Context: an optimization exercise on an open-source flow, tuned for small area and a short achievable clock period. The choices shown serve that exercise and are no tape-out recipe. Only simulation tests tie the RTL to the original design; equivalence was not proved. No driver is modelled on the clock port, so clocking that relies on it looks cheaper here than on a real chip.

==> job 7874: inputs <==
==> flow/design.v (excerpt) <==
module multiplier_comb_reg (
    input  logic        CLK_i,
    input  logic [31:0] DIN1_i,
    input  logic [31:0] DIN2_i,
    output logic [63:0] DOUT_o
);
==> flow/config.mk <==
export PLATFORM = sky130hd
export DESIGN_NAME = multiplier_comb_reg
export DESIGN_NICKNAME = multiplier_comb_reg
export VERILOG_FILES = /design/flow/design.v
export SDC_FILE = /design/flow/constraint.sdc
export NUM_CORES = 4
export LEC_CHECK = 0
export CAP_MARGIN = 20
export CORE_MARGIN = 2
export CORE_UTILIZATION = 60
export SLEW_MARGIN = 20
export SYNTH_HIERARCHICAL = 1
==> flow/constraint.sdc <==
create_clock -name core_clock -period 44.0 [get_ports {CLK_i}]
set_input_delay 8.8000 -clock core_clock [delete_from_list [all_inputs] [get_ports {CLK_i}]]
set_output_delay 8.8000 -clock core_clock [all_outputs]
set_load 0.01 [all_outputs]
standard.sh (not shown) runs the stock make flow with config.mk's settings and CLKGATE_MAP_FILE= SYNTH_SCRIPT=/design/flow/synth_recipe.tcl, a recipe that flattens the netlist after the stock synthesis.
==> flow/flow/run.sh <==
#!/bin/bash
# Own layout flow: the standard ORFS flow (standard.sh: the standard
# synthesis, floorplan, power grid, placement, CTS and routing) with three
# changes:
#  1. between synthesis and floorplan, flow/post_synth.py re-sizes cells in the
#     synthesized netlist (drive strengths only; cell functions and flip-flop
#     cell types and names are kept);
#  2. the port buffers that buffer_ports inserts are plain buf_1 cells rather
#     than the clock-delay cells it picks by default;
#  3. clock_tree_synthesis keeps its default arguments but builds the tree
#     from a clkbuf_16 root and clkbuf_8 buffers below it (a balanced tree as
#     before, with smaller buffers).
set -euo pipefail
R=orfs/results/sky130hd/multiplier_comb_reg/base
bash standard.sh synth > synth.log 2>&1
cp $R/1_2_yosys.v synth_netlist_orig.v
python3 flow/post_synth.py $R/1_2_yosys.v > post_synth.log 2>&1
diff synth_netlist_orig.v $R/1_2_yosys.v > post_synth.diff || true
touch $R/1_2_yosys.v
bash standard.sh \
  "BUFFER_PORTS_ARGS=-buffer_cell sky130_fd_sc_hd__buf_1" \
  "CTS_ARGS=-sink_clustering_enable -repair_clock_nets -root_buf sky130_fd_sc_hd__clkbuf_16 -buf_list sky130_fd_sc_hd__clkbuf_8" \
  finish > layout.log 2>&1
Other scripts of this flow, unchanged in this note and not shown: flow/flow/post_synth.py
==> job 2512 (differences from job 7874) <==
==> flow/flow/run.sh (replaced) <==
#!/bin/bash
# Own layout flow: the standard ORFS flow (standard.sh: the standard
# synthesis, floorplan, power grid, placement, CTS and routing) with two changes:
#  1. between synthesis and floorplan, flow/post_synth.py re-sizes cells in the
#     synthesized netlist (drive strengths only; cell functions and flip-flop
#     cell types and names are kept);
#  2. the port buffers that buffer_ports inserts are plain buf_1 cells rather
#     than the clock-delay cells it picks by default.
set -euo pipefail
R=orfs/results/sky130hd/multiplier_comb_reg/base
bash standard.sh synth > synth.log 2>&1
cp $R/1_2_yosys.v synth_netlist_orig.v
python3 flow/post_synth.py $R/1_2_yosys.v > post_synth.log 2>&1
diff synth_netlist_orig.v $R/1_2_yosys.v > post_synth.diff || true
touch $R/1_2_yosys.v
bash standard.sh "BUFFER_PORTS_ARGS=-buffer_cell sky130_fd_sc_hd__buf_1" finish > layout.log 2>&1
CORE_UTILIZATION = 40   (was 60)
==> results.txt <==
Via count: job 7874 is higher than job 2512 (1.7%). Between job 2512 and job 7874, the lower global-route usage is in job 2512 (gap 13 points). In clock-buffer cell count, job 7874 and job 2512 do not differ. Synthesized cell count is the same in job 7874 and job 2512. In job 7874 the hold slack is higher than in job 2512, by 22 ps.
==> figures <==
quantity                                                         job 2512        job 7874
Combined global-route utilization of all metal layers              26.27%          39.27%
Data arrival at the endpoint of the critical path                  980 ps          920 ps
Via count of the first global-routing pass                         20,120          20,100
Final setup slack of the worst path                             34,220 ps       34,280 ps
Standard cell core area                                       0.05531 mm²     0.03670 mm²
Layout Nets                                                         2,837           2,836
Final Hold Slack                                                 902.3 ps        924.3 ps
Status                                                     finished clean  finished clean

==> separate check: timing with driven ports <==
Ports are ideal in the flow. The routed layouts listed here were re-timed in OpenROAD.
Step 1 (the two cells are an assumption about what drives the block):
set clk [get_ports {CLK_i}]
set_driving_cell -lib_cell sky130_fd_sc_hd__clkbuf_16 $clk
set_driving_cell -lib_cell sky130_fd_sc_hd__buf_2 [delete_from_list [all_inputs] $clk]
Step 2 also shifts input and output timing later by t, the mid clock arrival at the registers, as if the neighbouring blocks saw the same clock.
Three values: ideal ports, drivers, drivers and shift; two values: the first two.
| run | t (ns) | setup slack, ns | worst data-port slew with drivers (ns) | cell pins on the clock port's net |
|---|---|---|---|---|
| job 7874 | 0.490 | 34.275 / 34.217 / 34.707 | 0.04 | 1 |
| job 2512 | 0.541 | 34.221 / 34.167 / 34.708 | 0.04 | 1 |
After both steps setup and hold are still met in every run listed.
